Source: an optimization exercise on an open RTL-to-GDS flow (aim: small area and a short achievable clock period). Production flows keep margins and buffers that such runs may drop.
Where RTL was checked, it was by simulation tests only, not by an equivalence proof against the original.
The clock port is modelled as an ideal driver, which makes a skipped or thinned clock tree look cheaper than it is; a real chip needs a root buffer or a tree.
Power figures rest on the tool's default switching activity, not on a simulated workload.

==> inputs of try-yarrow <==
// fifo_top
module fifo_top (
    input         clk,
    input         rst,         
    input  [63:0] inputs,
    input         in_vld,
    output        fifo_rdy,
    output [63:0] outputs,
    output        fifo_vld,
    input         mac_rdy
  );
==> module fifo, before the edit <==
module fifo #(parameter WORD_L= 8, DEPTH= 8, PORT_L= 8) (
    input                                   clk,
    input                                   rst,
    input [PORT_L - 1 : 0] [WORD_L -1 : 0]  inputs,
    input                                   in_vld,
    output                                  fifo_rdy,
    output [PORT_L - 1 : 0] [WORD_L -1 : 0] outputs,
    output                                  fifo_vld,
    input                                   mac_rdy
  );
  localparam W = PORT_L * WORD_L;
  localparam M = DEPTH - 1;                 
  logic [M-1:0][W-1:0] mem;
  logic [W-1:0]        out_q;
  logic [M-1:0]        wr_oh;               
  logic [M-1:0]        rd_oh;               
  logic [DEPTH-1:0]    lvl;                 
  logic                rdy_q;               
  logic [M-1:0]        we_q;                
  logic                wr_en, rd_en, inc, dec, load, to_mem, from_mem;
  logic [DEPTH-1:0]    lvl_n;
  logic [M-1:0]        wr_oh_n;
  logic [W-1:0]        head;
  assign fifo_rdy = rdy_q;
  assign fifo_vld = lvl[0];
  assign outputs  = out_q;
  assign wr_en    = in_vld  & rdy_q;
  assign rd_en    = mac_rdy & lvl[0];
  assign inc      = wr_en & ~rd_en;
  assign dec      = rd_en & ~wr_en;
  assign load     = mac_rdy | ~lvl[0];
  assign from_mem = mac_rdy & lvl[1];       
  assign to_mem   = wr_en & (lvl[1] | (lvl[0] & ~mac_rdy));
  always_comb begin
    for (int i = 0; i < DEPTH; i++) begin
      if (inc)      lvl_n[i] = (i == 0) ? 1'b1 : lvl[i-1];
      else if (dec) lvl_n[i] = (i == DEPTH-1) ? 1'b0 : lvl[i+1];
      else          lvl_n[i] = lvl[i];
    end
  end
  assign wr_oh_n = to_mem ? {wr_oh[M-2:0], wr_oh[M-1]} : wr_oh;
  always_ff @(posedge clk) begin
    if (!rst) begin
      lvl   <= '0;
      rdy_q <= 1'b1;
      wr_oh <= M'(1);
      we_q  <= M'(1);
      rd_oh <= M'(1);
    end else begin
      lvl   <= lvl_n;
      rdy_q <= ~lvl_n[DEPTH-1];
      wr_oh <= wr_oh_n;
      we_q  <= lvl_n[DEPTH-1] ? '0 : wr_oh_n;
      if (from_mem) rd_oh <= {rd_oh[M-2:0], rd_oh[M-1]};
    end
  end
  always_comb begin
    head = '0;
    for (int k = 0; k < M; k++)
      head = head | (mem[k] & {W{rd_oh[k]}});
  end
  always_ff @(posedge clk) begin
    for (int k = 0; k < M; k++)
      if (we_q[k]) mem[k] <= inputs;
  end
  always_ff @(posedge clk)
    if (load) out_q <= lvl[1] ? head : inputs;
endmodule
Settings: LEC_CHECK=0, CAP_MARGIN=20, CORE_MARGIN=2, CORE_UTILIZATION=60, SETUP_SLACK_MARGIN=2.75, SLEW_MARGIN=20; clock period 4.5 ns.
standard.sh (not shown) runs the stock make flow with config.mk's settings and CLKGATE_MAP_FILE= SYNTH_SCRIPT=/design/flow/synth_recipe.tcl, a recipe that flattens the netlist after the stock synthesis.
==> flow/flow/run.sh <==
#!/bin/bash
# Standard layout (the standard.sh, standard synthesis unchanged) with
# three changes:
#  - port buffers are buf_2 cells instead of the slow clkdlybuf4s50_1 that
#    buffer_ports picks by default;
#  - after global placement, flow/outff.tcl moves each flip-flop that drives
#    an output port buffer next to that buffer (detailed placement legalizes);
#  - the clock tree is a balanced two-level inverter tree built by
#    flow/mycts.tcl in place of clock_tree_synthesis.
set -euo pipefail
export MYCTS_LEAF_SIZE=20
export MYCTS_MID=4
export MYCTS_BUF=sky130_fd_sc_hd__clkinv_8
export MYCTS_MIDBUF=sky130_fd_sc_hd__clkinv_16
bash standard.sh \
  "BUFFER_PORTS_ARGS=-buffer_cell sky130_fd_sc_hd__buf_2" \
  "POST_GLOBAL_PLACE_TCL=$PWD/flow/outff.tcl" \
  "PRE_CTS_TCL=$PWD/flow/mycts.tcl" \
  finish > standard.log 2>&1
==> flow/flow/mycts.tcl <==
# Two-level clock tree built by hand, used in place of clock_tree_synthesis.
# The clock port drives a few mid buffers; each drives leaf buffers placed at
# the centroids of k-means clusters of the flip-flops; every flip-flop is
# driven by a leaf buffer. All clock buffers are sky130_fd_sc_hd__clkbuf_16.

proc kmeans {pts k iters} {
  # pts: list of {x y}; returns list of cluster index per point
  set n [llength $pts]
  set cent {}
  # seed: points spread along sorted order
  set sorted [lsort -real -index 0 $pts]
  for {set i 0} {$i < $k} {incr i} {
    lappend cent [lindex $sorted [expr {int(($i + 0.5) * $n / $k)}]]
  }
  set asg [lrepeat $n 0]
  for {set it 0} {$it < $iters} {incr it} {
    set asg {}
    foreach p $pts {
      lassign $p x y
      set best 0; set bd 1e30
      set c 0
      foreach q $cent {
        lassign $q cx cy
        set d [expr {($x-$cx)*($x-$cx) + ($y-$cy)*($y-$cy)}]
        if {$d < $bd} { set bd $d; set best $c }
        incr c
      }
      lappend asg $best
    }
    set sx [lrepeat $k 0.0]; set sy [lrepeat $k 0.0]; set sn [lrepeat $k 0]
    foreach p $pts a $asg {
      lassign $p x y
      lset sx $a [expr {[lindex $sx $a] + $x}]
      lset sy $a [expr {[lindex $sy $a] + $y}]
      lset sn $a [expr {[lindex $sn $a] + 1}]
    }
    set new {}
    for {set c 0} {$c < $k} {incr c} {
      if {[lindex $sn $c] > 0} {
        lappend new [list [expr {[lindex $sx $c] / [lindex $sn $c]}] [expr {[lindex $sy $c] / [lindex $sn $c]}]]
      } else {
        lappend new [lindex $cent $c]
      }
    }
    set cent $new
  }
  return [list $asg $cent]
}

proc balance {pts cent cap} {
  # Assign each point to a cluster with room left, nearest pairs first.
  set pairs {}
  set i 0
  foreach p $pts {
    lassign $p x y
    set c 0
    foreach q $cent {
      lassign $q cx cy
      lappend pairs [list [expr {abs($x-$cx) + abs($y-$cy)}] $i $c]
      incr c
    }
    incr i
  }
  set asg [lrepeat [llength $pts] -1]
  set room [lrepeat [llength $cent] $cap]
  foreach pr [lsort -real -index 0 $pairs] {
    lassign $pr d i c
    if {[lindex $asg $i] >= 0 || [lindex $room $c] <= 0} continue
    lset asg $i $c
    lset room $c [expr {[lindex $room $c] - 1}]
  }
  return $asg
}

proc centroids {pts asg k} {
  set sx [lrepeat $k 0.0]; set sy [lrepeat $k 0.0]; set sn [lrepeat $k 0]
  foreach p $pts a $asg {
    lassign $p x y
    lset sx $a [expr {[lindex $sx $a] + $x}]
    lset sy $a [expr {[lindex $sy $a] + $y}]
    lset sn $a [expr {[lindex $sn $a] + 1}]
  }
  set cent {}
  for {set c 0} {$c < $k} {incr c} {
    set m [expr {max(1, [lindex $sn $c])}]
    lappend cent [list [expr {[lindex $sx $c] / $m}] [expr {[lindex $sy $c] / $m}]]
  }
  return $cent
}

proc inst_center {inst} {
  set b [$inst getBBox]
  return [list [expr {([$b xMin] + [$b xMax]) / 2.0}] [expr {([$b yMin] + [$b yMax]) / 2.0}]]
}

proc my_clock_tree {} {
  set leaf_size [expr {[info exists ::env(MYCTS_LEAF_SIZE)] ? $::env(MYCTS_LEAF_SIZE) : 32}]
  set nmid [expr {[info exists ::env(MYCTS_MID)] ? $::env(MYCTS_MID) : 4}]
  set bufname [expr {[info exists ::env(MYCTS_BUF)] ? $::env(MYCTS_BUF) : "sky130_fd_sc_hd__clkbuf_16"}]
  set block [ord::get_db_block]
  set master [[ord::get_db] findMaster $bufname]
  set midname [expr {[info exists ::env(MYCTS_MIDBUF)] ? $::env(MYCTS_MIDBUF) : $bufname}]
  set mmaster [[ord::get_db] findMaster $midname]
  set clk [$block findNet clk]
  set sinks {}
  set pts {}
  foreach it [$clk getITerms] {
    lappend sinks $it
    lappend pts [inst_center [$it getInst]]
  }
  set n [llength $sinks]
  set k [expr {int(ceil(double($n) / $leaf_size))}]
  puts "mycts: $n sinks, $k leaf buffers, $nmid mid buffers"
  lassign [kmeans $pts $k 30] asg cent
  set cap [expr {int(ceil(double($n) / $k))}]
  for {set r 0} {$r < 8} {incr r} {
    set asg [balance $pts $cent $cap]
    set cent [centroids $pts $asg $k]
  }
  # leaves
  set leaves {}
  for {set c 0} {$c < $k} {incr c} {
    set inst [odb::dbInst_create $block $master "clkbuf_leaf_${c}_clk"]
    set net [odb::dbNet_create $block "clknet_leaf_${c}_clk"]
    $net setSigType CLOCK
    [$inst getFirstOutput] connect $net
    lassign [lindex $cent $c] x y
    $inst setLocation [expr {int($x)}] [expr {int($y)}]
    $inst setPlacementStatus PLACED
    lappend leaves $inst
  }
  foreach it $sinks a $asg {
    $it disconnect
    $it connect [$block findNet "clknet_leaf_${a}_clk"]
  }
  # mids
  lassign [kmeans $cent $nmid 30] masg mcent
  for {set m 0} {$m < $nmid} {incr m} {
    set inst [odb::dbInst_create $block $mmaster "clkbuf_mid_${m}_clk"]
    set net [odb::dbNet_create $block "clknet_mid_${m}_clk"]
    $net setSigType CLOCK
    [$inst getFirstOutput] connect $net
    [$inst findITerm A] connect $clk
    lassign [lindex $mcent $m] x y
    $inst setLocation [expr {int($x)}] [expr {int($y)}]
    $inst setPlacementStatus PLACED
  }
  foreach leaf $leaves a $masg {
    [$leaf findITerm A] connect [$block findNet "clknet_mid_${a}_clk"]
  }
  $clk setSigType CLOCK
  catch {global_connect}
  set_propagated_clock [all_clocks]
  puts "mycts: done"
}

rename clock_tree_synthesis orig_clock_tree_synthesis
proc clock_tree_synthesis {args} { my_clock_tree }
Other scripts of this flow, unchanged in this note and not shown: flow/flow/outff.tcl
==> inputs of try-juniper, as changes to try-yarrow <==
--- a/flow/design.v
+++ b/flow/design.v
@@ -35,13 +35,13 @@
   logic [M-1:0][W-1:0] mem;
   logic [W-1:0]        out_q;
   logic [M-1:0]        wr_oh;               
-  logic [M-1:0]        rd_oh;               
+  logic [M-1:0]        rsel;                
   logic [DEPTH-1:0]    lvl;                 
   logic                rdy_q;               
   logic [M-1:0]        we_q;                
   logic                wr_en, rd_en, inc, dec, load, to_mem, from_mem;
   logic [DEPTH-1:0]    lvl_n;
-  logic [M-1:0]        wr_oh_n;
+  logic [M-1:0]        wr_oh_n, rd_oh, rd_oh_n;
   logic [W-1:0]        head;
   assign fifo_rdy = rdy_q;
   assign fifo_vld = lvl[0];
@@ -60,31 +60,35 @@
       else          lvl_n[i] = lvl[i];
     end
   end
-  assign wr_oh_n = to_mem ? {wr_oh[M-2:0], wr_oh[M-1]} : wr_oh;
+  assign rd_oh   = lvl[1] ? rsel : wr_oh;
+  assign wr_oh_n = to_mem   ? {wr_oh[M-2:0], wr_oh[M-1]} : wr_oh;
+  assign rd_oh_n = from_mem ? {rd_oh[M-2:0], rd_oh[M-1]} : rd_oh;
   always_ff @(posedge clk) begin
     if (!rst) begin
       lvl   <= '0;
       rdy_q <= 1'b1;
       wr_oh <= M'(1);
       we_q  <= M'(1);
-      rd_oh <= M'(1);
+      rsel  <= '0;
     end else begin
       lvl   <= lvl_n;
       rdy_q <= ~lvl_n[DEPTH-1];
       wr_oh <= wr_oh_n;
       we_q  <= lvl_n[DEPTH-1] ? '0 : wr_oh_n;
-      if (from_mem) rd_oh <= {rd_oh[M-2:0], rd_oh[M-1]};
+      rsel  <= lvl_n[1] ? rd_oh_n : '0;
     end
   end
   always_comb begin
     head = '0;
     for (int k = 0; k < M; k++)
-      head = head | (mem[k] & {W{rd_oh[k]}});
+      head = head | (mem[k] & {W{rsel[k]}});
   end
   always_ff @(posedge clk) begin
     for (int k = 0; k < M; k++)
       if (we_q[k]) mem[k] <= inputs;
   end
   always_ff @(posedge clk)
-    if (load) out_q <= lvl[1] ? head : inputs;
+    out_q <= (out_q  & {W{~mac_rdy & lvl[0]}})
+           | (inputs & {W{load & ~lvl[1]}})
+           | (head   & {W{mac_rdy}});
 endmodule
--- a/flow/flow/mycts.tcl
+++ b/flow/flow/mycts.tcl
@@ -1,7 +1,7 @@
 # Two-level clock tree built by hand, used in place of clock_tree_synthesis.
 # The clock port drives a few mid buffers; each drives leaf buffers placed at
 # the centroids of k-means clusters of the flip-flops; every flip-flop is
-# driven by a leaf buffer. All clock buffers are sky130_fd_sc_hd__clkbuf_16.
+# driven by a leaf buffer. Cells and cluster sizes come from MYCTS_* variables.
 
 proc kmeans {pts k iters} {
   # pts: list of {x y}; returns list of cluster index per point
@@ -154,5 +154,7 @@
   puts "mycts: done"
 }
 
-rename clock_tree_synthesis orig_clock_tree_synthesis
-proc clock_tree_synthesis {args} { my_clock_tree }
+if {[info commands orig_clock_tree_synthesis] == ""} {
+  rename clock_tree_synthesis orig_clock_tree_synthesis
+  proc clock_tree_synthesis {args} { my_clock_tree }
+}
--- a/flow/config.mk
+++ b/flow/config.mk
@@ -8,5 +8,5 @@
 export CAP_MARGIN = 20
 export CORE_MARGIN = 2
 export CORE_UTILIZATION = 60
-export SETUP_SLACK_MARGIN = 2.75
+export SETUP_SLACK_MARGIN = 2.95
 export SLEW_MARGIN = 20
==> summary of the runs <==
Of try-juniper and try-yarrow, try-juniper has the higher synthesized cell count (gap about 7.5%, measured against try-yarrow).
In try-juniper the first-iteration DRC count is higher than in try-yarrow, by about 13%.
Clock skew: try-yarrow is lower than try-juniper (29 ps).
Between try-juniper and try-yarrow, the lower utilization is in try-yarrow (gap 5.8 points).
Against try-yarrow, the design area of try-juniper is larger by 8.9%.
In try-yarrow the final cell count is lower than in try-juniper, by 7.2%.
In try-yarrow the synthesized area is smaller than in try-juniper, by about 0.4%.
Between try-juniper and try-yarrow, the lower die area is in try-yarrow (gap about 0.4%, measured against try-yarrow).
Routed wire length: try-juniper is larger than try-yarrow (15%).
Sequential cell count is the same in try-juniper and try-yarrow.
==> figures <==
Iteration-0 DRC Markers: try-yarrow 1227; try-juniper 1388
Critical path's largest stage delay: try-yarrow 180 ps; try-juniper 310 ps
Largest vdd supply drop: try-yarrow 247 uV; try-juniper 306 uV
Seq pwr share: try-yarrow 70.5%; try-juniper 66.7%
HPWL after detailed placement: try-yarrow 21.2 mm; try-juniper 21.8 mm
Startpoint of the worst-slack reg-to-reg timing path: try-yarrow u_fifo.rd_oh[4]; try-juniper u_fifo.rsel[5]
Avg WL per Cell: try-yarrow 28.0 um; try-juniper 29.8 um
Cell count of the worst hold path: try-yarrow 2; try-juniper 1
Post-synthesis share of cell area spent on full adders, half adders and majority gates: try-yarrow 0.130%; try-juniper 0.129%
Clock period minus final worst setup slack: try-yarrow 1800 ps; try-juniper 1890 ps
Number of distinct library cells after synthesis: try-yarrow 26; try-juniper 27
Final standard cell count with taps included and fillers excluded: try-yarrow 1554; try-juniper 1674
Number of gates on the worst path with buffers counted: try-yarrow 6; try-juniper 7
Minimum setup slack among reg-to-reg paths: try-yarrow 2790 ps; try-juniper 2750 ps
Gate count of the mapped netlist: try-yarrow 1016; try-juniper 1092
Outcome: try-yarrow complete, no violations; try-juniper complete, no violations
Area share of the largest cell type after synthesis: try-yarrow 79.8%; try-juniper 69.5%
Met2 routed WL: try-yarrow 20.8 mm; try-juniper 24.3 mm
Net count after synthesis: try-yarrow 1086; try-juniper 1162
Cell area after synthesis: try-yarrow 19300 um2; try-juniper 19300 um2
End of the worst register-to-register path: try-yarrow u_fifo.out_q[50]; try-juniper u_fifo.out_q[22]
Met3 usage: try-yarrow 4.39%; try-juniper 4.20%
Only the layout flow was run in try-juniper; the RTL was not checked for function there. In every run of this note, the design's own scripts or RTL, not TritonCTS, make the clock network.

## port drivers added, routing unchanged
The flow's constraints put no driver on any port. The routed layouts listed below were extracted and timed again, unchanged, in two steps.
Step 1: set_driving_cell puts a clkbuf_16 on clk and a buf_2 on each other input, an assumption about the parent block.
Step 2 moves the port delays by t, midway between the first and last clock arrival at a register: inputs arrive t later, outputs are due t later. That takes back most of the time a late clock gives input paths.
Slacks: ideal / step 1 / step 2; pairs: ideal / step 1.
run	t (ns)	slack for setup (ns)	hold WS [ns]	worst setup path after step 2
try-yarrow	0.456	2.701 / 2.571 / 2.428	0.523 / 0.524 / 0.524	input to register
try-juniper	0.460	2.615 / 2.631 / 2.352	0.480 / 0.481 / 0.481	input to register
After both steps setup and hold are still met in every run listed. The setup slack of try-yarrow, which loses most, moves by -0.130 ns with the drivers and by -0.273 ns with both steps.
